From an optimization exercise on the open Yosys and OpenROAD flow, aimed at small area, a short achievable clock period and few clock cycles per item; shortcuts taken in it are not production practice. No functional check of the RTL was part of any run shown here. Power and IR drop assume default switching activity.

==> flow/design.v <==
module sqrt_mult_system (
    input clk_i,
    input rst_i,
    input start_i,
    input [7:0] a_bi,
    input [7:0] b_bi,
    output [15:0] result,
    output done
);
    wire [18:0] d;
    wire p000;
    wire p001;
    wire p002;
    wire p003;
    wire p004;
    wire p005;
    wire p006;
    wire p007;
    wire p008;
    wire p009;
    wire p010;
    wire p011;
    wire p012;
    wire p013;
    wire p014;
    wire p015;
    wire p016;
    wire p017;
    wire p018;
    wire p019;
    wire p020;
    wire p021;
    wire p022;
    wire p023;
    wire p024;
    wire p025;
    wire p026;
    wire p027;
    wire p028;
    wire p029;
    wire p030;
    wire p031;
    wire p032;
    wire p033;
    wire p034;
    wire p035;
    wire p036;
    wire p037;
    wire p038;
    wire p039;
    wire p040;
    wire p041;
    wire p042;
    wire p043;
    wire p044;
    wire p045;
    wire p046;
    wire p047;
    wire p048;
    wire p049;
    wire p050;
    wire p051;
    wire p052;
    wire p053;
    wire p054;
    wire p055;
    wire p056;
    wire p057;
    wire p058;
    wire p059;
    wire p060;
    wire p061;
    wire p062;
    wire p063;
    wire p064;
    wire p065;
    wire p066;
    wire p067;
    wire p068;
    wire p069;
    wire p070;
    wire p071;
    wire p072;
    wire p073;
    wire p074;
    wire p075;
    wire p076;
    wire p077;
    wire p078;
    wire p079;
    wire p080;
    wire p081;
    wire p082;
    wire p083;
    wire p084;
    wire p085;
    wire p086;
    wire p087;
    wire p088;
    wire p089;
    wire p090;
    wire p091;
    wire p092;
    wire p093;
    wire p094;
    wire p095;
    wire p096;
    wire p097;
    wire p098;
    wire p099;
    wire p100;
    wire p101;
    wire p102;
    wire p103;
    wire p104;
    wire p105;
    wire p106;
    wire p107;
    wire p108;
    wire p109;
    wire p110;
    wire p111;
    wire p112;
    wire p113;
    wire p114;
    wire p115;
    wire p116;
    wire p117;
    wire p118;
    wire p119;
    wire p120;
    wire p121;
    wire p122;
    wire p123;
    wire p124;
    wire p125;
    wire p126;
    wire p127;
    wire p128;
    wire p129;
    wire p130;
    wire p131;
    wire p132;
    wire p133;
    wire p134;
    wire p135;
    wire p136;
    wire p137;
    wire p138;
    wire p139;
    wire p140;
    wire p141;
    wire p142;
    wire p143;
    wire p144;
    wire p145;
    wire p146;
    wire p147;
    wire p148;
    wire p149;
    wire p150;
    wire p151;
    wire p152;
    wire p153;
    wire p154;
    wire p155;
    wire p156;
    wire p157;
    wire p158;
    wire p159;
    wire p160;
    wire p161;
    wire p162;
    wire p163;
    wire p164;
    wire p165;
    wire p166;
    wire p167;
    wire p168;
    wire p169;
    wire p170;
    wire p171;
    wire p172;
    wire p173;
    wire p174;
    wire p175;
    wire p176;
    wire p177;
    wire p178;
    wire p179;
    wire p180;
    wire p181;
    wire p182;
    wire p183;
    wire p184;
    wire p185;
    wire p186;
    wire p187;
    wire p188;
    wire p189;
    wire p190;
    wire p191;
    wire p192;
    wire p193;
    wire p194;
    wire p195;
    wire p196;
    wire p197;
    wire p198;
    wire p199;
    wire p200;
    wire p201;
    wire p202;
    wire p203;
    wire p204;
    wire p205;
    wire p206;
    wire p207;
    wire p208;
    wire p209;
    wire p210;
    wire p211;
    wire p212;
    wire p213;
    wire p214;
    wire p215;
    wire p216;
    wire p217;
    wire p218;
    wire p219;
    wire p220;
    wire p221;
    wire p222;
    wire p223;
    wire p224;
    wire p225;
    wire p226;
    wire p227;
    wire p228;
    wire p229;
    wire p230;
    wire p231;
    wire p232;
    wire p233;
    wire p234;
    wire p235;
    wire p236;
    wire p237;
    wire p238;
    wire p239;
    wire p240;
    wire p241;
    wire p242;
    wire p243;
    wire p244;
    wire p245;
    wire p246;
    wire p247;
    wire p248;
    wire p249;
    wire p250;
    wire p251;
    wire p252;
    wire p253;
    wire p254;
    wire p255;
    wire p256;
    wire p257;
    wire p258;
    wire p259;
    wire p260;
    wire p261;
    wire p262;
    wire p263;
    wire p264;
    wire p265;
    wire p266;
    wire p267;
    wire p268;
    wire p269;
    wire p270;
    wire p271;
    wire p272;
    wire p273;
    wire p274;
    wire p275;
    wire p276;
    wire p277;
    wire p278;
    wire p279;
    wire p280;
    wire p281;
    wire p282;
    wire p283;
    wire p284;
    wire p285;
    wire p286;
    wire p287;
    wire p288;
    wire p289;
    wire p290;
    wire p291;
    wire p292;
    wire p293;
    wire p294;
    wire p295;
    wire p296;
    wire p297;
    wire p298;
    wire p299;
    wire p300;
    wire p301;
    wire p302;
    wire p303;
    wire p304;
    wire p305;
    wire p306;
    wire p307;
    wire p308;
    wire p309;
    wire p310;
    wire p311;
    wire p312;
    wire p313;
    wire p314;
    wire p315;
    wire p316;
    wire p317;
    wire p318;
    wire p319;
    wire p320;
    wire p321;
    wire p322;
    wire p323;
    wire p324;
    wire p325;
    wire hv7;
    wire hv6;
    wire hv5;
    wire hv4;
    wire hv3;
    wire hv2;
    wire lv9;
    wire lv8;
    wire lv7;
    wire lv6;
    wire lv5;
    wire lv4;
    wire lv1;
    wire lv0;
    wire hv8;
    wire fl_p0;
    wire fl_s0_1g;
    wire hv9;
    wire fl_x1;
    assign p245 = ~b_bi[5];
    assign p256 = ~b_bi[4];
    assign p265 = p256 & p245;
    assign p266 = ~p265;
    assign p267 = ~b_bi[6];
    assign p268 = ~b_bi[7];
    assign p269 = p268 & p267;
    assign p270 = p269 & p266;
    assign p271 = p270 & a_bi[7];
    assign p272 = ~p271;
    assign p273 = ~p269;
    assign p274 = p265 & p267;
    assign p275 = ~p274;
    assign p276 = p275 & b_bi[7];
    assign p277 = ~p276;
    assign p278 = p277 & p273;
    assign p279 = p278 & a_bi[6];
    assign p280 = ~p279;
    assign p281 = p280 & p272;
    assign p282 = ~a_bi[5];
    assign p283 = ~a_bi[3];
    assign p284 = a_bi[1] & a_bi[2];
    assign p285 = ~p284;
    assign p286 = p285 & p283;
    assign p287 = ~p286;
    assign p288 = p287 & a_bi[4];
    assign p289 = ~p288;
    assign p290 = p289 & p282;
    assign p291 = ~p290;
    assign p292 = p291 & a_bi[6];
    assign p293 = ~p292;
    assign p294 = ~a_bi[6];
    assign p295 = ~a_bi[4];
    assign p296 = ~a_bi[2];
    assign p297 = a_bi[0] & a_bi[1];
    assign p298 = ~p297;
    assign p299 = p298 & p296;
    assign p300 = ~p299;
    assign p301 = p300 & a_bi[3];
    assign p302 = ~p301;
    assign p303 = p302 & p295;
    assign p304 = ~p303;
    assign p305 = p304 & a_bi[5];
    assign p306 = ~p305;
    assign p307 = p306 & p294;
    assign p308 = ~p307;
    assign p309 = p308 & p293;
    assign p310 = ~p309;
    assign p311 = p310 & a_bi[7];
    assign p312 = ~p311;
    assign p313 = ~a_bi[7];
    assign p314 = p309 & p313;
    assign p315 = ~p314;
    assign p316 = p315 & p312;
    assign p317 = ~p316;
    assign p318 = p317 & p276;
    assign p319 = ~p318;
    assign p320 = p319 & p281;
    assign hv7 = ~p320;
    assign p321 = p270 & a_bi[6];
    assign p322 = ~p321;
    assign p323 = p278 & a_bi[5];
    assign p324 = ~p323;
    assign p325 = p324 & p322;
    assign p000 = p306 & p291;
    assign p001 = p000 & a_bi[6];
    assign p002 = ~p001;
    assign p003 = ~p000;
    assign p004 = p003 & p294;
    assign p005 = ~p004;
    assign p006 = p005 & p002;
    assign p007 = p006 & p276;
    assign p008 = ~p007;
    assign p009 = p008 & p325;
    assign hv6 = ~p009;
    assign p010 = p270 & a_bi[5];
    assign p011 = ~p010;
    assign p012 = p278 & a_bi[4];
    assign p013 = ~p012;
    assign p014 = p013 & p011;
    assign p015 = p304 & p289;
    assign p016 = p015 & a_bi[5];
    assign p017 = ~p016;
    assign p018 = ~p015;
    assign p019 = p018 & p282;
    assign p020 = ~p019;
    assign p021 = p020 & p017;
    assign p022 = p021 & p276;
    assign p023 = ~p022;
    assign p024 = p023 & p014;
    assign hv5 = ~p024;
    assign p025 = p270 & a_bi[4];
    assign p026 = ~p025;
    assign p027 = p278 & a_bi[3];
    assign p028 = ~p027;
    assign p029 = p028 & p026;
    assign p030 = p302 & p287;
    assign p031 = ~p030;
    assign p032 = p031 & a_bi[4];
    assign p033 = ~p032;
    assign p034 = p030 & p295;
    assign p035 = ~p034;
    assign p036 = p035 & p033;
    assign p037 = ~p036;
    assign p038 = p037 & p276;
    assign p039 = ~p038;
    assign p040 = p039 & p029;
    assign hv4 = ~p040;
    assign p041 = p270 & a_bi[3];
    assign p042 = ~p041;
    assign p043 = p278 & a_bi[2];
    assign p044 = ~p043;
    assign p045 = p044 & p042;
    assign p046 = p297 & p296;
    assign p047 = ~p046;
    assign p048 = ~a_bi[1];
    assign p049 = p048 & a_bi[2];
    assign p050 = ~p049;
    assign p051 = p050 & p047;
    assign p052 = ~p051;
    assign p053 = p052 & a_bi[3];
    assign p054 = ~p053;
    assign p055 = p051 & p283;
    assign p056 = ~p055;
    assign p057 = p056 & p054;
    assign p058 = p057 & p276;
    assign p059 = ~p058;
    assign p060 = p059 & p045;
    assign hv3 = ~p060;
    assign p061 = ~p270;
    assign p062 = p277 & p061;
    assign p063 = ~p062;
    assign p064 = p273 & a_bi[1];
    assign p065 = ~p064;
    assign p066 = p065 & a_bi[2];
    assign p067 = p066 & p063;
    assign p068 = ~p067;
    assign p069 = ~a_bi[0];
    assign p070 = p069 & a_bi[1];
    assign p071 = ~p070;
    assign p072 = p071 & a_bi[2];
    assign p073 = ~p072;
    assign p074 = p070 & p296;
    assign p075 = ~p074;
    assign p076 = p075 & p073;
    assign p077 = p076 & p276;
    assign p078 = ~p077;
    assign p079 = p078 & p064;
    assign p080 = ~p079;
    assign p081 = p080 & p068;
    assign hv2 = ~p081;
    assign p082 = b_bi[7] & b_bi[6];
    assign p083 = ~p082;
    assign p084 = p269 & b_bi[4];
    assign p085 = ~p084;
    assign p086 = p085 & p083;
    assign p087 = ~p086;
    assign p088 = ~b_bi[0];
    assign p089 = ~b_bi[1];
    assign p090 = p089 & p088;
    assign p091 = ~b_bi[3];
    assign p092 = ~b_bi[2];
    assign p093 = p092 & p091;
    assign p094 = p093 & p090;
    assign p095 = ~p094;
    assign p096 = p095 & b_bi[5];
    assign p097 = p096 & p087;
    assign p098 = ~p097;
    assign p099 = p092 & p268;
    assign p100 = p099 & p090;
    assign p101 = ~p100;
    assign p102 = p091 & p268;
    assign p103 = ~p102;
    assign p104 = p103 & p101;
    assign p105 = b_bi[4] & b_bi[5];
    assign p106 = p105 & b_bi[6];
    assign p107 = ~p106;
    assign p108 = p107 & p275;
    assign p109 = ~p108;
    assign p110 = p109 & p104;
    assign p111 = ~p110;
    assign p112 = p111 & p098;
    assign p113 = ~p112;
    assign p114 = p308 & a_bi[7];
    assign lv9 = p114 & p113;
    assign p115 = p268 & b_bi[5];
    assign p116 = ~p115;
    assign p117 = p116 & p083;
    assign p118 = p269 & p256;
    assign p119 = p118 & p095;
    assign p120 = ~p119;
    assign p121 = p120 & p117;
    assign p122 = ~p121;
    assign p123 = b_bi[7] & b_bi[5];
    assign p124 = ~p123;
    assign p125 = p124 & p093;
    assign p126 = p125 & p256;
    assign p127 = ~p126;
    assign p128 = p127 & p122;
    assign p129 = p128 & p112;
    assign p130 = p129 & a_bi[7];
    assign p131 = ~p130;
    assign p132 = ~p114;
    assign p133 = p293 & p313;
    assign p134 = ~p133;
    assign p135 = p134 & p132;
    assign p136 = p135 & p113;
    assign p137 = ~p136;
    assign p138 = p137 & p131;
    assign lv8 = ~p138;
    assign p139 = ~p128;
    assign p140 = p090 & p092;
    assign p141 = ~p140;
    assign p142 = p141 & b_bi[3];
    assign p143 = ~p142;
    assign p144 = p273 & b_bi[4];
    assign p145 = ~p144;
    assign p146 = p145 & p143;
    assign p147 = ~p146;
    assign p148 = p268 & b_bi[4];
    assign p149 = p148 & p095;
    assign p150 = ~p149;
    assign p151 = p150 & p245;
    assign p152 = ~p151;
    assign p153 = p152 & p147;
    assign p154 = ~p153;
    assign p155 = p154 & p121;
    assign p156 = ~p155;
    assign p157 = p156 & p139;
    assign p158 = p157 & a_bi[7];
    assign p159 = ~p158;
    assign p160 = p113 & p317;
    assign p161 = ~p160;
    assign p162 = p161 & p159;
    assign p163 = p129 & a_bi[6];
    assign p164 = ~p163;
    assign p165 = p164 & p162;
    assign lv7 = ~p165;
    assign p166 = p157 & a_bi[6];
    assign p167 = ~p166;
    assign p168 = p113 & p006;
    assign p169 = ~p168;
    assign p170 = p169 & p167;
    assign p171 = p129 & a_bi[5];
    assign p172 = ~p171;
    assign p173 = p172 & p170;
    assign lv6 = ~p173;
    assign p174 = p157 & a_bi[5];
    assign p175 = ~p174;
    assign p176 = p113 & p021;
    assign p177 = ~p176;
    assign p178 = p177 & p175;
    assign p179 = p129 & a_bi[4];
    assign p180 = ~p179;
    assign p181 = p180 & p178;
    assign lv5 = ~p181;
    assign p182 = p157 & a_bi[4];
    assign p183 = ~p182;
    assign p184 = p113 & p037;
    assign p185 = ~p184;
    assign p186 = p185 & p183;
    assign p187 = p129 & a_bi[3];
    assign p188 = ~p187;
    assign p189 = p188 & p186;
    assign lv4 = ~p189;
    assign p190 = ~p129;
    assign p191 = p113 & p048;
    assign p192 = ~p191;
    assign p193 = p192 & p190;
    assign p194 = ~p193;
    assign p195 = p194 & a_bi[0];
    assign p196 = ~p195;
    assign p197 = ~p157;
    assign p198 = p113 & p069;
    assign p199 = ~p198;
    assign p200 = p199 & p197;
    assign p201 = ~p200;
    assign p202 = p201 & a_bi[1];
    assign p203 = ~p202;
    assign p204 = p203 & p196;
    assign lv1 = ~p204;
    assign p205 = p197 & p112;
    assign p206 = ~p205;
    assign lv0 = p206 & a_bi[0];
    assign p207 = p135 & p276;
    assign p208 = ~p207;
    assign p209 = p278 & a_bi[7];
    assign p210 = ~p209;
    assign p211 = p210 & p208;
    assign hv8 = ~p211;
    assign p212 = p063 & a_bi[0];
    assign p213 = p157 & a_bi[2];
    assign p214 = ~p213;
    assign p215 = p129 & a_bi[1];
    assign p216 = ~p215;
    assign p217 = ~p076;
    assign p218 = p113 & p217;
    assign p219 = ~p218;
    assign p220 = p219 & p216;
    assign p221 = p220 & p214;
    assign p222 = ~p221;
    assign p223 = p222 & p212;
    assign p224 = ~p223;
    assign p225 = ~p212;
    assign p226 = p221 & p225;
    assign p227 = ~p226;
    assign fl_p0 = p227 & p224;
    assign p228 = p063 & a_bi[1];
    assign p229 = ~p228;
    assign p230 = p273 & a_bi[0];
    assign p231 = ~p230;
    assign p232 = p231 & p229;
    assign p233 = ~p232;
    assign p234 = p297 & p276;
    assign p235 = ~p234;
    assign p236 = p235 & p233;
    assign p237 = ~p236;
    assign p238 = p139 & a_bi[3];
    assign p239 = p238 & p156;
    assign p240 = ~p239;
    assign p241 = p127 & a_bi[2];
    assign p242 = p241 & p122;
    assign p243 = p242 & p112;
    assign p244 = ~p243;
    assign p246 = p113 & p057;
    assign p247 = ~p246;
    assign p248 = p247 & p244;
    assign p249 = p248 & p240;
    assign p250 = ~p249;
    assign p251 = p250 & p237;
    assign p252 = ~p251;
    assign p253 = p249 & p236;
    assign p254 = ~p253;
    assign p255 = p254 & p252;
    assign p257 = ~p255;
    assign p258 = p257 & p224;
    assign p259 = ~p258;
    assign p260 = p249 & p237;
    assign p261 = ~p260;
    assign fl_s0_1g = p261 & p259;
    assign hv9 = p114 & p276;
    assign p262 = p255 & p223;
    assign p263 = ~p262;
    assign p264 = p263 & p259;
    assign fl_x1 = ~p264;
    assign d = { hv9, hv8, hv7, hv6, hv5, hv4, hv3, hv2, lv9, lv8, lv7, lv6, lv5, lv4, fl_s0_1g, fl_x1, fl_p0, lv1, lv0 };
    reg        done_r;
    reg [3:0] res_lo;
    reg        cy_r;
    reg [5:0] up_lo;
    reg [7:0] up_hi;
    always @(posedge clk_i) begin
        done_r <= start_i & ~rst_i;
        {up_hi, up_lo, cy_r, res_lo} <= d;
    end
    wire [7:0] u;
    wire q000;
    wire q001;
    wire q002;
    wire q003;
    wire q004;
    wire q005;
    wire q006;
    wire q007;
    wire q008;
    wire q009;
    wire q010;
    wire q011;
    wire q012;
    wire q013;
    wire q014;
    wire q015;
    wire q016;
    wire q017;
    wire q018;
    wire q019;
    wire q020;
    wire q021;
    wire q022;
    wire q023;
    wire q024;
    wire q025;
    wire q026;
    wire q027;
    wire q028;
    wire q029;
    wire q030;
    wire q031;
    wire q032;
    wire q033;
    wire q034;
    wire q035;
    wire q036;
    wire q037;
    wire q038;
    wire q039;
    wire q040;
    wire q041;
    wire q042;
    wire q043;
    wire q044;
    wire q045;
    wire q046;
    wire q047;
    wire q048;
    wire q049;
    wire q050;
    wire q051;
    wire q052;
    wire q053;
    wire q054;
    wire q055;
    wire q056;
    wire q057;
    wire q058;
    wire q059;
    wire q060;
    wire q061;
    wire q062;
    wire q063;
    wire q064;
    wire q065;
    wire q066;
    wire q067;
    wire q068;
    wire q069;
    wire q070;
    wire q071;
    wire q072;
    wire q073;
    wire q074;
    wire q075;
    wire q076;
    wire q077;
    wire q078;
    wire q079;
    wire q080;
    wire q081;
    wire q082;
    wire q083;
    wire q084;
    wire q085;
    wire q086;
    wire q087;
    wire q088;
    wire q089;
    wire q090;
    wire q091;
    wire q092;
    wire q093;
    wire q094;
    wire q095;
    wire q096;
    wire q097;
    wire q098;
    wire q099;
    wire q100;
    wire q101;
    wire q102;
    wire q103;
    wire q104;
    wire q105;
    wire q106;
    wire q107;
    wire q108;
    wire q109;
    wire q110;
    wire q111;
    wire q112;
    wire q113;
    wire q114;
    wire q115;
    wire q116;
    wire q117;
    wire q118;
    wire q119;
    wire q120;
    wire q121;
    wire q122;
    wire q123;
    wire q124;
    wire q125;
    wire q126;
    wire q127;
    wire q128;
    wire q129;
    wire q130;
    wire q131;
    wire q132;
    wire fu_x0;
    wire fu_x1;
    wire fu_x2;
    wire fu_x3;
    wire fu_x4;
    wire fu_x5;
    wire fu_x6;
    wire fu_x7;
    assign q061 = ~cy_r;
    assign q062 = ~up_hi[0];
    assign q063 = ~up_lo[0];
    assign q064 = q063 & q062;
    assign q065 = ~q064;
    assign q066 = up_lo[0] & up_hi[0];
    assign q067 = ~q066;
    assign q068 = q067 & q065;
    assign q069 = q068 & q061;
    assign q070 = ~q069;
    assign q071 = ~q068;
    assign q072 = q071 & cy_r;
    assign q073 = ~q072;
    assign q074 = q073 & q070;
    assign fu_x0 = ~q074;
    assign q075 = q068 & cy_r;
    assign q076 = ~q075;
    assign q077 = q076 & q067;
    assign q078 = ~q077;
    assign q079 = ~up_hi[1];
    assign q080 = up_lo[1] & q079;
    assign q081 = ~q080;
    assign q082 = ~up_lo[1];
    assign q083 = q082 & up_hi[1];
    assign q084 = ~q083;
    assign q085 = q084 & q081;
    assign q086 = q085 & q078;
    assign q087 = ~q086;
    assign q088 = ~q085;
    assign q089 = q088 & q077;
    assign q090 = ~q089;
    assign q091 = q090 & q087;
    assign fu_x1 = ~q091;
    assign q092 = q088 & q078;
    assign q093 = ~q092;
    assign q094 = up_lo[1] & up_hi[1];
    assign q095 = ~q094;
    assign q096 = q095 & q093;
    assign q097 = ~up_hi[2];
    assign q098 = ~up_lo[2];
    assign q099 = q098 & q097;
    assign q100 = ~q099;
    assign q101 = up_lo[2] & up_hi[2];
    assign q102 = ~q101;
    assign q103 = q102 & q100;
    assign q104 = q103 & q096;
    assign q105 = ~q104;
    assign q106 = ~q096;
    assign q107 = ~q103;
    assign q108 = q107 & q106;
    assign q109 = ~q108;
    assign q110 = q109 & q105;
    assign fu_x2 = ~q110;
    assign q111 = q103 & q106;
    assign q112 = ~q111;
    assign q113 = q112 & q102;
    assign q114 = ~q113;
    assign q115 = ~up_hi[3];
    assign q116 = ~up_lo[3];
    assign q117 = q116 & q115;
    assign q118 = ~q117;
    assign q119 = up_lo[3] & up_hi[3];
    assign q120 = ~q119;
    assign q121 = q120 & q118;
    assign q122 = ~q121;
    assign q123 = q122 & q114;
    assign q124 = ~q123;
    assign q125 = q121 & q113;
    assign q126 = ~q125;
    assign q127 = q126 & q124;
    assign fu_x3 = ~q127;
    assign q128 = q121 & q103;
    assign q129 = q128 & q106;
    assign q130 = ~q129;
    assign q131 = q121 & q101;
    assign q132 = ~q131;
    assign q000 = q132 & q120;
    assign q001 = q000 & q130;
    assign q002 = ~up_hi[4];
    assign q003 = ~up_lo[4];
    assign q004 = q003 & q002;
    assign q005 = ~q004;
    assign q006 = up_lo[4] & up_hi[4];
    assign q007 = ~q006;
    assign q008 = q007 & q005;
    assign q009 = q008 & q001;
    assign q010 = ~q009;
    assign q011 = ~q001;
    assign q012 = ~q008;
    assign q013 = q012 & q011;
    assign q014 = ~q013;
    assign q015 = q014 & q010;
    assign fu_x4 = ~q015;
    assign q016 = q008 & q011;
    assign q017 = ~q016;
    assign q018 = q017 & q007;
    assign q019 = ~q018;
    assign q020 = ~up_hi[5];
    assign q021 = ~up_lo[5];
    assign q022 = q021 & q020;
    assign q023 = ~q022;
    assign q024 = up_lo[5] & up_hi[5];
    assign q025 = ~q024;
    assign q026 = q025 & q023;
    assign q027 = ~q026;
    assign q028 = q027 & q019;
    assign q029 = ~q028;
    assign q030 = q026 & q018;
    assign q031 = ~q030;
    assign q032 = q031 & q029;
    assign fu_x5 = ~q032;
    assign q033 = ~up_hi[6];
    assign q034 = q026 & q006;
    assign q035 = ~q034;
    assign q036 = q035 & q025;
    assign q037 = q026 & q008;
    assign q038 = q037 & q011;
    assign q039 = ~q038;
    assign q040 = q039 & q036;
    assign q041 = ~q040;
    assign q042 = q041 & q033;
    assign q043 = ~q042;
    assign q044 = q040 & up_hi[6];
    assign q045 = ~q044;
    assign q046 = q045 & q043;
    assign fu_x6 = ~q046;
    assign q047 = q037 & up_hi[6];
    assign q048 = q047 & q011;
    assign q049 = ~q048;
    assign q050 = ~q036;
    assign q051 = q050 & up_hi[6];
    assign q052 = ~q051;
    assign q053 = q052 & q049;
    assign q054 = q053 & up_hi[7];
    assign q055 = ~q054;
    assign q056 = ~up_hi[7];
    assign q057 = ~q053;
    assign q058 = q057 & q056;
    assign q059 = ~q058;
    assign q060 = q059 & q055;
    assign fu_x7 = ~q060;
    assign u = { fu_x7, fu_x6, fu_x5, fu_x4, fu_x3, fu_x2, fu_x1, fu_x0 };
    assign result = {4'b0, u, res_lo};
    assign done   = done_r;
endmodule
==> flow/flow/run.sh <==
#!/bin/bash
# Layout flow: the standard ORFS flow, with two changes.
#  1. Synthesis is ORFS's own script (with the standard flow's -nofsm -noshare wrapper,
#     flatten and renaming, as in synth_recipe.tcl), but ABC maps with the
#     script in flow/abc.script and full/half adder extraction can be skipped.
#  2. The port buffers inserted during placement are buf cells instead of
#     the slow clkdlybuf cells that buffer_ports picks by default.
# Settings come from flow/params.sh. Each tool's output goes to its own log.
set -euo pipefail
HERE=$(pwd)
source "$HERE/flow/params.sh"
export MY_ABC_SCRIPT="$HERE/flow/abc.script"
export MY_NOFA
export BUFFER_PORTS_ARGS="-buffer_cell $PORT_BUFFER"
sed "s#SYNTH_SCRIPT=[^ ]*#SYNTH_SCRIPT=$HERE/flow/synth.tcl#" standard.sh > my_standard.sh
bash my_standard.sh finish > flow_make.log 2>&1
==> flow/flow/abc.script <==
strash
dch
map -D 1000
topo
stime -c
==> flow/flow/params.sh <==
MY_NOFA=1
PORT_BUFFER=sky130_fd_sc_hd__buf_1
==> flow/flow/synth.tcl <==
# synth_recipe.tcl with two hooks: abc runs flow/abc.script (MY_ABC_SCRIPT),
# and extract_fa is skipped when MY_NOFA is 1.
proc synth {args} { yosys synth -nofsm -noshare {*}$args }
proc abc {args} {
  set out {}
  set skip 0
  foreach a $args {
    if {$skip} { set skip 0; continue }
    if {$a eq "-script" || $a eq "-D"} { set skip 1; continue }
    lappend out $a
  }
  lappend out -script $::env(MY_ABC_SCRIPT)
  yosys abc {*}$out
}
if {$::env(MY_NOFA)} { proc extract_fa {args} {} }
source $::env(SCRIPTS_DIR)/synth.tcl
# left out here: clear keep_hierarchy, flatten, clean up, hide names made inside functions, write 1_2_yosys.v
==> flow/standard.sh <==
#!/bin/bash
# synth_recipe.tcl (not shown) runs the flow's synth.tcl, then flattens the netlist and writes it again
# the make line also repeats each setting of config.mk as NAME=value (left out here)
make -C /OpenROAD-flow-scripts/flow DESIGN_CONFIG=/design/flow/config.mk WORK_HOME=/design/flow/orfs CLKGATE_MAP_FILE= SYNTH_SCRIPT=/design/flow/synth_recipe.tcl "${@:-finish}"
==> flow/config.mk <==
export PLATFORM = sky130hd
export DESIGN_NAME = sqrt_mult_system
export DESIGN_NICKNAME = sqrt_mult_system
export VERILOG_FILES = /design/flow/design.v
export SDC_FILE = /design/flow/constraint.sdc
export NUM_CORES = 4
export LEC_CHECK = 0
export CAP_MARGIN = 20
export CORE_MARGIN = 2
export CORE_UTILIZATION = 40
export SETUP_SLACK_MARGIN = 2.5
export SLEW_MARGIN = 20
==> flow/constraint.sdc <==
create_clock -name core_clock -period 5.0 [get_ports {clk_i}]
set_input_delay 1.0000 -clock core_clock [delete_from_list [all_inputs] [get_ports {clk_i}]]
set_output_delay 1.0000 -clock core_clock [all_outputs]
set_load 0.01 [all_outputs]
==> results of run 1 <==
[worst max path at each step]
| stage | depth (start not counted) | slack, ns | endpoint |
|---|---|---|---|
| floorplan | 9 | 2.51 | result[11] |
| CTS | 9 | 2.24 | result[11] |
| finish | 8 | 2.24 | result[10] |
| global placement | 12 | 1.83 | res_lo[3] |
| global route | 8 | 2.14 | result[11] |
| detailed placement | 12 | 1.89 | res_lo[3] |
[cell usage in the layout (no fill, tap or decap), types with 3 or more instances in the layout]
cell / count
a21oi_1: 8
a22oi_1: 5
buf_1: 24
buf_2: 5
buf_4: 9
clkbuf_4: 3
clkinv_1: 21
conb_1: 4
dfxtp_1: 14
dfxtp_2: 6
nand2_1: 51
nand2_2: 4
nand3_1: 10
nor2_1: 18
o21ai_0: 11
o221ai_1: 5
xor2_1: 12
[per-stage QoR]
step,utilization [%],instances
finish,50.55,288
global route,50.55,288
CTS,47.01,282
detailed placement,43.85,275
global placement,43.85,275
floorplan,-,210
[sequential cells by signal, summed over array words and instances, names as in the netlist]
| signal | cells |
|---|---|
| cy_r | 1 |
| done_r | 1 |
| res_lo | 4 |
| up_hi | 8 |
| up_lo | 6 |
[cell usage after synthesis (all sizes together)]
cell type | count | area (um2)
o21a | 1 | 7.510
dfxtp | 20 | 400.4
nor3 | 1 | 5.000
xnor2 | 1 | 8.760
a21oi | 9 | 45.04
o221ai | 5 | 43.79
or2 | 3 | 18.77
conb | 1 | 3.750
xor2 | 12 | 105.1
o22ai | 3 | 18.77
a22oi | 5 | 37.54
clkinv | 23 | 86.33
nand2 | 57 | 214.0
nand3 | 10 | 50.05
a41oi | 1 | 8.760
a31oi | 3 | 18.77
o21ai | 16 | 80.08
nor2 | 21 | 78.83
o2111ai | 1 | 8.760
nand3b | 1 | 7.510
buf | 12 | 90.09
and2 | 1 | 7.510
[metal layers]
metal	part of all wire [%]	vias to the layer above	GRT usage (%)
met3	2.2	2	0.6211
met2	51	23	26.79
met4	0.70	0	5.471
met1	46	596	20.45
met5	0	-	0
li1	-	749	-
[power groups by stage]
stage / logic [uW] / clock network (uW) / registers (uW)
2_1_floorplan: 166 / 0 / 197
3_3_place_gp: 180 / 0 / 195
3_5_place_dp: 181 / 0 / 196
4_1_cts: 203 / 94.6 / 193
5_1_grt: 269 / 103 / 197
6_report: 237 / 92.7 / 194
[cell type report]
cell class | count | area (um2)
Clock buffer | 4 | 36.28
Fill cell | 368 | 1624
Inverter | 23 | 86.33
Multi-Input combinational cell | 155 | 879.6
Sequential cell | 20 | 407.9
Tap cell | 46 | 57.56
Timing Repair Buffer | 40 | 192.7
[cells by family after synthesis]
logic type,after synthesis
AOI/OAI and AO/OA,44
xor gates and xnor gates,13
buffers and inverters,35
DFF,20
other,1
and+or+nand+nor,94
[repair_timing]
item / 4_1_cts / 5_1_grt
endpoints found under the setup margin: 10 / 8
resized for setup: 17 / 28
pin swaps: 5 / 11
buffers inserted: 3 / 6
hold buffers: 0 / 0
==> results.ini, run 1 <==
[drt]
wirelength_mm=3.015
num_vias=1370
dr.pass1.iters=4
drt_iter0_markers=24
detail-route-antenna-nets=0
viasPerCell=4.757
wl_per_cell_um=10.47
drc_errors=0

[global_route]
grt_pass1_wl_mm=4.560
antenna_found_initial=0
overflow=0
grt_max_degree=12
grt_usage_pct=15.48
grt_pass1_vias=1121

[synthesis]
synth_adder_area_share_pct=0
ys_seq_area_share_pct=29.77
synth_mux_area_share_pct=0
ys_warn_count=1
yosys.area_share.simple_pct=28.37
ys_types=22
synth_top_family_by_area=simple AND/OR/NAND/NOR gates
netlist_area_um2=1345
avgSynthCellArea_um2=6.498
synth_compound_area_share_pct=20.00
synth_xor_area_share_pct=8.465
syn_inst=207
synth_seq_cells=20

[worst_hold_path]
min_path_type=input pin to flop
hp-start=rst_i
hold_end=done_r
whs_path_depth=2

[pwr]
power_frac_seq_pct=37.0
max-vdd-ir-drop_mv=0.07995
comb_power_share_pct=45.3
p_int_uw=329.9
p_leak_uw=0.0007115
power.switching_uw=193.6
fin_total_pwr_uw=523.4
power_density_nw_per_um2=315.2
clock_power_share_pct=17.7
netSwitchingFraction_pct=36.98

[clock_tree]
htree_levels=1
cts_tree=yes
root_buffer=clkbuf_4
clock_path_buffers=2
numCtsBuffers=3
clk_pin_slew_ns=0.11
cts.sinks=20

[worst_setup_path]
crit_fanout=3
critPathKind=flop to primary output
worstSetupStartpointType=flop
cp_data_required_time_ns=4.00
cp_slowest_cell=dfxtp_2
cp_cell_sequence=or2_4, nand2_4, o21ai_2, a41oi_4, o22ai_2, buf_4, xor2_1, buf_2
worst_setup_path_end_kind=primary output
crit_buf_inv=2
crit_arrival_ns=1.76
startpoint=up_lo[3]
critPathTopFamily=compound AO/OA/AOI/OAI gates
crit_path_max_incr_delay_ns=0.33

[floorplan]
rows=21
coreArea_um2=3284
dieHeight_um=61.99
fp.dieW_um=61.99
initial_core_util_pct=40.95
die_area_um2=3842
ioPinCount=36

[sta]
layout_setup_ws_ns=2.241
fmax_mhz=362.4
min_period_over_period_pct=55.19
tns_ns=0
report.final.slew_viol_count=0
finalSetupViolCount=0
holdWs_ns=0.8441
rsz0062_at_grt=yes
final-hold-violation-count=0
fin_crit_ns=2.759

[placement]
place_area_um2=1440
place_hpwl_mm=2.288
io_buffers=31
post-place-ws_ns=1.889
place_congestion=0.8438

[cells_and_area]
nets=262
drive_gt1_share_pct=20.25
fin_area_um2=1660
area_growth_pct=23.44
n_antenna_cell=0

[run_status]
outcome=timing/DRC/antenna clean

[flow_run]
drv_cap=0

==> run 2, diff against run 1 <==
==> flow/flow/abc.script (replaced) <==
strash
dch
map -a
topo
stime -c
--- a/flow/config.mk
+++ b/flow/config.mk
@@ -9,4 +9,3 @@
 export CORE_MARGIN = 2
 export CORE_UTILIZATION = 40
-export SETUP_SLACK_MARGIN = 2.5
 export SLEW_MARGIN = 20
==> results.ini, run 2 <==
[synthesis]
synthArstFlopShare_pct=0  ; unchanged
synth.most_common_cell=nor2_1  ; was nand2_1
synth_top_area_share_pct=29.80  ; was 29.77%
synth_flop_cell=dfxtp_1  ; unchanged
netlist_area_um2=1344  ; was 1345 um2
synth.top_cells.by_count=nor2_1 (41), clkinv_1 (31), nand2_1 (31), dfxtp_1 (20), o21ai_0 (15)  ; was nand2_1 (57), clkinv_1 (23), nor2_1 (21), dfxtp_1 (20), o21ai_0 (16)
syn_inst=204  ; was 207
ys_warn_count=1  ; unchanged
synth_edf_count=0  ; unchanged
ys_seq_area_share_pct=29.80  ; was 29.77%
synth_seq_cells=20  ; unchanged
synthTopCellsByArea=dfxtp_1 (30%), nor2_1 (11%), clkinv_1 (8.7%)  ; was dfxtp_1 (30%), nand2_1 (16%), xor2_1 (7.8%)
synth_top_area_cell=dfxtp_1  ; unchanged
ys_types=23  ; was 22
avgSynthCellArea_um2=6.587  ; was 6.498 um2

[clock_tree]
clock_path_buffers=2  ; unchanged
postCtsSetupBuffers=0  ; was 3
numCtsBuffers=3  ; unchanged
cts_resized=0  ; was 17
htree_levels=1  ; unchanged
cts.sinks=20  ; unchanged
clk_pin_slew_ns=0.11  ; about the same
root_buffer=clkbuf_4  ; unchanged
ctsHoldBuffers=0  ; unchanged
cts_tree=yes  ; unchanged

[worst_setup_path]
cp_data_required_time_ns=4.00  ; about the same
critPathKind=flop to primary output  ; unchanged
cp_cell_sequence=nand2_1, clkinv_1, nor3b_1, nor2_1, o21a_1, nor4_1, a211oi_1, o21ai_0, and2_2, xor2_1, buf_1  ; was or2_4, nand2_4, o21ai_2, a41oi_4, o22ai_2, buf_4, xor2_1, buf_2
worstSetupStartpointType=flop  ; unchanged
crit_path_max_incr_delay_ns=0.33  ; about the same
worst_setup_path_end_kind=primary output  ; unchanged
critPathTopFamily=simple AND/OR/NAND/NOR gates  ; was compound AO/OA/AOI/OAI gates
cp_slowest_cell=dfxtp_1  ; was dfxtp_2
crit_fanout=3  ; unchanged
crit_arrival_ns=2.41  ; was 1.76 ns
crit_buf_inv=2  ; unchanged

[drt]
wl_per_cell_um=9.116  ; was 10.47 um
detail-route-antenna-nets=0  ; unchanged
drc_errors=0  ; unchanged
drt_iter0_markers=36  ; was 24
wirelength_mm=2.516  ; was 3.015 mm
viasPerCell=4.533  ; was 4.757
dr.pass1.iters=4  ; unchanged
num_vias=1251  ; was 1370

[worst_hold_path]
whs_path_depth=2  ; unchanged
hold_end=done_r  ; unchanged
hp-start=rst_i  ; unchanged
min_path_type=input pin to flop  ; unchanged

[pwr]
power.switching_uw=171.7  ; was 193.6 uW
power_frac_seq_pct=38.4  ; was 37.0%
netSwitchingFraction_pct=34.09  ; was 36.98%
p_leak_uw=0.0005896  ; was 0.0007115 uW
power_density_nw_per_um2=337.8  ; was 315.2 nW/um2
clock_power_share_pct=25.4  ; was 17.7%
max-vdd-ir-drop_mv=0.1206  ; was 0.07995 mV
p_int_uw=332.1  ; was 329.9 uW
comb_power_share_pct=36.1  ; was 45.3%

[global_route]
overflow=0  ; unchanged
antenna_found_initial=0  ; unchanged
grt_usage_pct=14.18  ; was 15.48%
grt_pass1_vias=1030  ; was 1121
grt_max_degree=13  ; was 12
grt_pass1_wl_mm=4.160  ; was 4.560 mm

[cells_and_area]
multi_input_area_um2=748.2  ; was 879.6 um2
final-seq-area_um2=400.4  ; was 407.9 um2
finalNonFillerCells=276  ; was 288
final_common_cell=nor2_1  ; was nand2_1
largest_reg_flops=8  ; unchanged
area_growth_pct=10.99  ; was 23.44%
n_antenna_cell=0  ; unchanged
drive_gt1_share_pct=2.609  ; was 20.25%
nets=250  ; was 262
final_cell_mix=nor2_1 (41), clkinv_1 (31), nand2_1 (31), buf_1 (31), dfxtp_1 (20)  ; was nand2_1 (51), buf_1 (24), clkinv_1 (21), nor2_1 (18), dfxtp_1 (14)
fillers=366  ; was 368

[placement]
place_congestion=0.8177  ; was 0.8438
dp.cells=272  ; was 275
place_hpwl_mm=2.085  ; was 2.288 mm
io_buffers=31  ; unchanged

[flow_run]
drv_cap=0  ; unchanged

[run_status]
outcome=timing/DRC/antenna clean  ; unchanged

[sta]
fin_crit_ns=3.406  ; was 2.759 ns
tightest_slew_ns=0.5094
relSlewSlack_pct=66.04
final-hold-violation-count=0  ; unchanged
min_period_over_period_pct=68.12  ; was 55.19%
rsz0062_at_grt=no  ; was yes
finalSetupViolCount=0  ; unchanged
tns_ns=0  ; unchanged
fmax_mhz=293.6  ; was 362.4 MHz
report.final.slew_viol_count=0  ; unchanged

[floorplan]
fp.dieW_um=61.96  ; was 61.99 um
coreArea_um2=3284  ; unchanged
rows=21  ; unchanged
die_area_um2=3839  ; was 3842 um2
ioPinCount=36  ; unchanged
dieHeight_um=61.96  ; was 61.99 um
initial_core_util_pct=40.91  ; was 40.95%

run 2: changes by cell type in the layout (fill, tap and decap cells not counted), moves of 7 or more:
cell,delta
buf_1,+7
buf_4,-9
clkinv_1,+10
nand2_1,-20
nor2_1,+23
run 2: power by group through the flow:
stage / combinational [uW] / clock (uW) / sequential (uW)
2_1_floorplan: 169 / 0 / 199
3_3_place_gp: 183 / 0 / 197
3_5_place_dp: 183 / 0 / 198
4_1_cts: 184 / 132 / 194
5_1_grt: 213 / 139 / 198
6_report: 182 / 128 / 194
run 2: metrics by stage:
| step | util [%] | hold WS, ns | power [uW] | setup WS, ns | instance area (um2) |
|---|---|---|---|---|---|
| 6_report | 45.41 | 0.8450 | 503.8 | 1.594 | 1491 |
| 5_1_grt | 45.41 | 0.8340 | 549.2 | 1.300 | 1491 |
| 4_1_cts | 45.41 | 0.8320 | 509.4 | 1.567 | 1491 |
| 3_5_place_dp | 43.81 | 1.158 | 380.2 | 1.913 | 1439 |
| 3_3_place_gp | 43.81 | 1.155 | 380.3 | 1.966 | 1439 |
| 2_1_floorplan | - | 1.071 | 368.8 | 2.175 | 1355 |
run 2: cells by family (layout without fill, tap and decap cells):
logic type | Yosys count | count (layout) | share of synthesized area [%]
other cells | 1 | 4 | 0.2791
buf+inv | 43 | 66 | 15.36
compound gates | 45 | 45 | 21.23
flops | 20 | 20 | 29.79
xor+xnor | 14 | 14 | 9.125
simple gates | 81 | 81 | 24.21
run 2: area by class of cell:
cell class / instances / share of cell area, %
multi-input cells: 144 / 50.17
flip-flops and latches: 20 / 26.85
repair buffers: 31 / 7.802
inverters: 31 / 7.802
well taps: 46 / 3.859
clock inverters: 1 / 2.013
clock buffers: 3 / 1.510
run 2: how the worst max path moves through the flow:
stage	startpoint	endpoint	slack [ns]	depth (start not counted)
floorplan	up_lo[0]	result[11]	2.18	11
global placement	b_bi[6]	cy_r	1.97	14
detailed placement	up_lo[0]	result[11]	1.91	11
CTS	up_lo[0]	result[11]	1.57	11
global route	up_lo[0]	result[11]	1.30	11
finish	up_lo[0]	result[11]	1.59	11
run 2: routing by layer:
metal / track usage (%) / part of all wire, %
met2: 22.02 / 41
met4: 3.647 / 0.60
met1: 20.78 / 54
met3: 1.656 / 4.3
met5: 0 / 0
==> run 3, diff against run 2 <==
--- a/flow/config.mk
+++ b/flow/config.mk
@@ -9,3 +9,4 @@
 export CORE_MARGIN = 2
 export CORE_UTILIZATION = 40
+export SETUP_SLACK_MARGIN = 2.0
 export SLEW_MARGIN = 20
==> results.ini, run 3 <==
[clock_tree]
cts.sinks=20  ; unchanged
htree_levels=1  ; unchanged
numCtsBuffers=3  ; unchanged
root_buffer=clkbuf_4  ; unchanged
cts_tree=yes  ; unchanged
clock_path_buffers=2  ; unchanged
clk_pin_slew_ns=0.11  ; about the same

[sta]
final-hold-violation-count=0  ; unchanged
fmax_mhz=320.2  ; was 293.6 MHz
relSlewSlack_pct=66.03  ; was 66.04%
fin_crit_ns=3.124  ; was 3.406 ns
rsz0062_at_grt=yes  ; was no
min_period_over_period_pct=62.47  ; was 68.12%
tns_ns=0  ; unchanged
report.final.slew_viol_count=0  ; unchanged
finalSetupViolCount=0  ; unchanged
tightest_slew_ns=0.5096  ; was 0.5094 ns

[worst_setup_path]
critPathTopFamily=simple AND/OR/NAND/NOR gates  ; unchanged
crit_path_max_incr_delay_ns=0.35  ; was 0.33 ns
critPathKind=flop to primary output  ; unchanged
crit_fanout=3  ; unchanged
startpoint=up_lo[0]  ; unchanged
worst_setup_path_end_kind=primary output  ; unchanged
critPathCapture=result[11]  ; unchanged
cp.depth=11  ; unchanged
crit_buf_inv=2  ; unchanged
cp_cell_sequence=nand2_2, inv_4, nor3b_4, nor2_2, o21a_1, nor4_2, a211oi_2, o21ai_2, and2_4, xor2_1, buf_2  ; was nand2_1, clkinv_1, nor3b_1, nor2_1, o21a_1, nor4_1, a211oi_1, o21ai_0, and2_2, xor2_1, buf_1
cp_data_required_time_ns=4.00  ; about the same
cp_slowest_cell=dfxtp_2  ; was dfxtp_1
worstSetupStartpointType=flop  ; unchanged
crit_arrival_ns=2.12  ; was 2.41 ns

[cells_and_area]
n_antenna_cell=0  ; unchanged
drive_gt1_share_pct=9.871  ; was 2.609%
final_common_cell=nor2_1  ; unchanged
final_cell_mix=nor2_1 (39), clkinv_1 (30), nand2_1 (30), buf_1 (27), dfxtp_1 (18)  ; was nor2_1 (41), clkinv_1 (31), nand2_1 (31), buf_1 (31), dfxtp_1 (20)
nets=253  ; was 250
area_growth_pct=16.02  ; was 10.99%
largest_reg_flops=8  ; unchanged

[synthesis]
synth.most_common_cell=nor2_1  ; unchanged
synth_top_area_share_pct=29.80  ; unchanged
synth_top_area_cell=dfxtp_1  ; unchanged
synth_edf_count=0  ; unchanged
ys_types=23  ; unchanged
synth_seq_cells=20  ; unchanged
ys_seq_area_share_pct=29.80  ; unchanged
netlist_area_um2=1344  ; unchanged
synth_flop_cell=dfxtp_1  ; unchanged
syn_inst=204  ; unchanged
synthTopCellsByArea=dfxtp_1 (30%), nor2_1 (11%), clkinv_1 (8.7%)  ; unchanged
avgSynthCellArea_um2=6.587  ; unchanged
ys_warn_count=1  ; unchanged
synthArstFlopShare_pct=0  ; unchanged
synth.top_cells.by_count=nor2_1 (41), clkinv_1 (31), nand2_1 (31), dfxtp_1 (20), o21ai_0 (15)  ; unchanged

[global_route]
overflow=0  ; unchanged
grt_pass1_vias=1074  ; was 1030
grt_usage_pct=14.48  ; was 14.18%
grt_pass1_wl_mm=4.264  ; was 4.160 mm
antenna_found_initial=0  ; unchanged
grt_max_degree=13  ; unchanged

[placement]
place_congestion=0.8177  ; unchanged
place_hpwl_mm=2.085  ; unchanged
io_buffers=31  ; unchanged

[flow_run]
drv_cap=0  ; unchanged

[drt]
drt_iter0_markers=25  ; was 36
dr.pass1.iters=4  ; unchanged
drc_errors=0  ; unchanged
wl_per_cell_um=9.290  ; was 9.116 um
wirelength_mm=2.592  ; was 2.516 mm
detail-route-antenna-nets=0  ; unchanged
num_vias=1279  ; was 1251
viasPerCell=4.584  ; was 4.533

[pwr]
fin_total_pwr_uw=526.2  ; was 503.8 uW
p_leak_uw=0.0006297  ; was 0.0005896 uW
power_density_nw_per_um2=337.5  ; was 337.8 nW/um2
max-vdd-ir-drop_mv=0.1203  ; was 0.1206 mV

[floorplan]
die_area_um2=3839  ; unchanged
dieHeight_um=61.96  ; unchanged
fp.dieW_um=61.96  ; unchanged
ioPinCount=36  ; unchanged
coreArea_um2=3284  ; unchanged
rows=21  ; unchanged
initial_core_util_pct=40.91  ; unchanged

[run_status]
outcome=timing/DRC/antenna clean  ; unchanged

[worst_hold_path]
min_path_type=input pin to flop  ; unchanged

## run 3: cell count changes in the layout (fill, tap and decap cells not counted), sizes merged
cell,delta
buf,+3
clkinv,-1
inv,+1
## run 3: power breakdown
part	internal, uW	total, uW	switching, uW
Combinational	81.6	203	121
Clock	80.9	128	47.3
Sequential	184	195	11.1
Total	347	526	180
## run 3: kinds of logic (layout without fill, tap and decap cells)
logic type	after synthesis	count (layout)	synth area share (%)
flip-flops	20	20	29.79
other	1	4	0.2791
XOR/XNOR	14	14	9.125
buffers and inverters	43	69	15.36
AO/OA/AOI/OAI	45	45	21.23
AND/OR/NAND/NOR	81	81	24.21
## run 3: per-layer routing
metal / track usage, % / vias to the layer above / wire [um]
met5: 0 / - / 0
met4: 3.647 / 0 / 15
met3: 1.656 / 2 / 103
met2: 23.07 / 26 / 1122
met1: 20.78 / 539 / 1350
li1: - / 712 / -
## run 3: how the worst min path moves through the flow
stage / startpoint / end / slack (ns) / cells after the start
after floorplan: rst_i / done_r / 1.07 / 1
after global routing: rst_i / done_r / 0.83 / 2
final: rst_i / done_r / 0.84 / 2
after CTS: rst_i / done_r / 0.83 / 2
after global placement: rst_i / done_r / 1.15 / 2
after detailed placement: rst_i / done_r / 1.16 / 2
## run 3: metrics by stage
stage / hold slack, ns / util [%] / cell area [um2] / cells / setup slack [ns]
after global placement: 1.155 / 43.81 / 1439 / 272 / 1.966
after global routing: 0.8340 / 47.47 / 1559 / 279 / 1.719
after floorplan: 1.071 / - / 1355 / 207 / 2.175
final: 0.8444 / 47.47 / 1559 / 279 / 1.877
after detailed placement: 1.158 / 43.81 / 1439 / 272 / 1.913
after CTS: 0.8320 / 46.70 / 1534 / 278 / 1.827
## run 3: layout make-up
type	instances	area, um2
Tap cell	46	57.56
Multi-Input combinational cell	144	783.3
Clock buffer	3	22.52
Sequential cell	20	402.9
Fill cell	369	1725
Clock inverter	1	30.03
Timing Repair Buffer	34	143.9
Inverter	31	118.9
## run 3: repair_timing
action | 4_1_cts | 5_1_grt
endpoints found under the setup margin | 3 | 4
resized for setup | 12 | 7
buffers inserted | 2 | 1
pin swaps | 1 | 1
gates cloned | 0 | 0
hold endpoints to repair | 0 | 0
hold buffers | 0 | 0
==> run 4, diff against run 3 <==
--- a/flow/config.mk
+++ b/flow/config.mk
@@ -9,4 +9,4 @@
 export CORE_MARGIN = 2
 export CORE_UTILIZATION = 40
-export SETUP_SLACK_MARGIN = 2.0
+export SETUP_SLACK_MARGIN = 2.5
 export SLEW_MARGIN = 20
==> results.ini, run 4 <==
[worst_setup_path]
worstSetupStartpointType=flop  ; unchanged
crit_arrival_ns=2.04  ; was 2.12 ns
cp_slowest_cell=dfxtp_2  ; unchanged
cp_cell_sequence=nand2_2, inv_4, nor3b_4, nor2_2, o21a_1, nor4_2, a211oi_2, o21ai_2, and2_4, xor2_1, buf_2  ; unchanged
crit_path_max_incr_delay_ns=0.34  ; was 0.35 ns
worst_setup_path_end_kind=primary output  ; unchanged
cp_data_required_time_ns=4.00  ; about the same
crit_fanout=3  ; unchanged
critPathKind=flop to primary output  ; unchanged

[global_route]
grt_use_met1_pct=19.92  ; was 20.78%
overflow=0  ; unchanged
gr-usage-met2_pct=27.38  ; was 23.07%
antenna_found_initial=0  ; unchanged
grt_usage_pct=15.68  ; was 14.48%
grt_pass1_vias=1186  ; was 1074
grt_busiest_layer=met2  ; unchanged
grtUsageMet3_pct=0  ; was 1.656%
grt_pass1_wl_mm=4.650  ; was 4.264 mm
grt_max_degree=11  ; was 13

[drt]
drc_errors=0  ; unchanged
num_vias=1369  ; was 1279
viasPerCell=4.753  ; was 4.584
wirelength_mm=2.986  ; was 2.592 mm
wl_per_cell_um=10.37  ; was 9.290 um
dr.pass1.iters=4  ; unchanged
drt_iter0_markers=29  ; was 25
detail-route-antenna-nets=0  ; unchanged

[clock_tree]
htree_levels=1  ; unchanged
cts.sinks=20  ; unchanged
ctsHoldBuffers=0  ; unchanged
cts_tree=yes  ; unchanged
numCtsBuffers=3  ; unchanged
clock_path_buffers=2  ; unchanged
root_buffer=clkbuf_4  ; unchanged
clk_pin_slew_ns=0.10  ; was 0.11 ns

[sta]
report.final.slew_viol_count=0  ; unchanged
tns_ns=0  ; unchanged
fin_crit_ns=3.040  ; was 3.124 ns
final-hold-violation-count=0  ; unchanged
rsz0062_at_grt=yes  ; unchanged
min_period_over_period_pct=60.80  ; was 62.47%
fmax_mhz=329.0  ; was 320.2 MHz
finalSetupViolCount=0  ; unchanged

[synthesis]
synth.top_cells.by_count=nor2_1 (41), clkinv_1 (31), nand2_1 (31), dfxtp_1 (20), o21ai_0 (15)  ; unchanged
synth.most_common_cell=nor2_1  ; unchanged
synth_compound_area_share_pct=21.23  ; unchanged
synth_seq_cells=20  ; unchanged
synth_top_area_cell=dfxtp_1  ; unchanged
avgSynthCellArea_um2=6.587  ; unchanged
synth_flop_cell=dfxtp_1  ; unchanged
ys_warn_count=1  ; unchanged
ys_seq_area_share_pct=29.80  ; unchanged
synth_top_area_share_pct=29.80  ; unchanged
synth_adder_area_share_pct=0  ; unchanged
syn_inst=204  ; unchanged
synth_mux_area_share_pct=0  ; unchanged
synth_edf_count=0  ; unchanged
synth_xor_area_share_pct=9.125  ; unchanged
synth_top_family_by_area=simple AND/OR/NAND/NOR gates  ; unchanged
synthArstFlopShare_pct=0  ; unchanged
synthTopCellsByArea=dfxtp_1 (30%), nor2_1 (11%), clkinv_1 (8.7%)  ; unchanged
yosys.area_share.simple_pct=24.21  ; unchanged
ys_types=23  ; unchanged
netlist_area_um2=1344  ; unchanged

[cells_and_area]
n_antenna_cell=0  ; unchanged
fin_util_pct=51.01  ; was 47.47%
drive_gt1_share_pct=20.66  ; was 9.871%
largest_reg_flops=8  ; unchanged
final_common_cell=nor2_1  ; unchanged
nets=263  ; was 253
final_cell_mix=nor2_1 (35), nand2_1 (28), clkinv_1 (27), buf_1 (23), dfxtp_1 (19)  ; was nor2_1 (39), clkinv_1 (30), nand2_1 (30), buf_1 (27), dfxtp_1 (18)
area_growth_pct=24.67  ; was 16.02%

[floorplan]
initial_core_util_pct=40.91  ; unchanged
coreArea_um2=3284  ; unchanged
ioPinCount=36  ; unchanged
die_area_um2=3839  ; unchanged
fp.dieW_um=61.96  ; unchanged
dieHeight_um=61.96  ; unchanged
rows=21  ; unchanged

[run_status]
outcome=timing/DRC/antenna clean  ; unchanged

[placement]
place_hpwl_mm=2.230  ; was 2.085 mm
io_buffers=31  ; unchanged
place_congestion=0.8105  ; was 0.8177

[worst_hold_path]
min_path_type=input pin to flop  ; unchanged
whs_path_depth=2  ; unchanged

[pwr]
power_density_nw_per_um2=304.1  ; was 337.5 nW/um2
p_leak_uw=0.0006942  ; was 0.0006297 uW
max-vdd-ir-drop_mv=0.08040  ; was 0.1203 mV

[flow_run]
drv_cap=0  ; unchanged

run 4: changes by cell type in the layout (fill, tap and decap cells not counted), moves of 3 or more:
| cell | previous run | this run |
|---|---|---|
| buf_4 | 3 | 12 |
| buf_1 | 27 | 23 |
| nor2_1 | 39 | 35 |
| o21ai_0 | 14 | 10 |
| clkinv_1 | 30 | 27 |
| nor2_2 | 2 | 5 |
run 4: worst paths after layout:
kind                     start          to  slack, ns
worst max-delay path  up_lo[0]  result[11]       1.96
worst min-delay path     rst_i      done_r       0.83
run 4: final cells by class:
cell class / count / area, um2
fillers: 346 / 1609
multi-input cells: 144 / 845.8
flip-flops and latches: 20 / 401.6
repair buffers: 44 / 227.7
inverters: 31 / 120.1
well taps: 46 / 57.56
clock buffers: 3 / 22.52
run 4: where the power goes:
part           switching, uW  internal, uW  total [uW]
sequential              11.8           184         196
clock                   43.1          28.0        71.1
combinational            135           107         243
total                    190           319         509
run 4: cell families after synthesis:
kind of cell,count (synthesis)
AOI/OAI and AO/OA,45
xor gates and xnor gates,14
buffers and inverters,43
DFF,20
other,1
and+or+nand+nor,81
run 4: timing repair:
action                     4_1_cts  5_1_grt
pin swaps                        1        6
gates resized for setup         16       19
cloned                           0        0
setup buffers                    6        7
setup endpoints to repair        9       10
run 4: critical path: cells and delay by family, from the launching register on:
kind / cells / cell delay (ns)
AO/OA/AOI/OAI: 3 / 0.43
flip-flops: 1 / 0.34
buffers and inverters: 2 / 0.18
AND/OR/NAND/NOR: 5 / 0.67
XOR/XNOR: 1 / 0.12
run 4: routing by layer:
| layer | part of all wire (%) | wire (um) |
|---|---|---|
| met1 | 46 | 1364 |
| met5 | 0 | 0 |
| met4 | 0.97 | 29 |
| met3 | 3.1 | 93 |
| met2 | 50 | 1499 |
run 4: metrics by stage:
step	hold WS (ns)	setup WS [ns]	cell area [um2]	total power, uW	instances
6_report	0.8334	1.960	1675	509.4	288
5_1_grt	0.8415	1.800	1675	555.0	288
4_1_cts	0.8228	1.913	1560	487.0	281
3_5_place_dp	1.155	1.997	1461	389.2	272
3_3_place_gp	1.153	1.949	1461	387.4	272
2_1_floorplan	1.071	2.322	1378	375.1	207

port drivers added, routing unchanged:
No port has a modelled driver above. Below, the same layouts with a new extraction and two added sets of constraints.
Step 1 sets driving cells, clkbuf_16 on the clock port and buf_2 on the other inputs (assumed; they add their load-dependent delay and slew).
Step 2 moves the port delays by t, midway between the first and last clock arrival at a register: inputs arrive t later, outputs are due t later. That takes back most of the time a late clock gives input paths.
Three values: ideal, step 1, step 2; two values: the first two.
| run | t, ns | setup slack, ns | worst hold slack (ns) | worst data-port slew with drivers (ns) |
|---|---|---|---|---|
| run 1 | 0.319 | 2.241 / 2.223 / 2.384 | 0.844 / 0.847 / 1.166 | 0.03 |
| run 2 | 0.309 | 1.594 / 1.573 / 1.883 | 0.845 / 0.848 / 1.158 | 0.03 |
| run 3 | 0.310 | 1.876 / 1.856 / 1.958 | 0.844 / 0.848 / 1.158 | 0.03 |
| run 4 | 0.306 | 1.960 / 1.943 / 2.249 | 0.833 / 0.838 / 1.144 | 0.03 |
After both steps setup and hold are still met in every run listed.
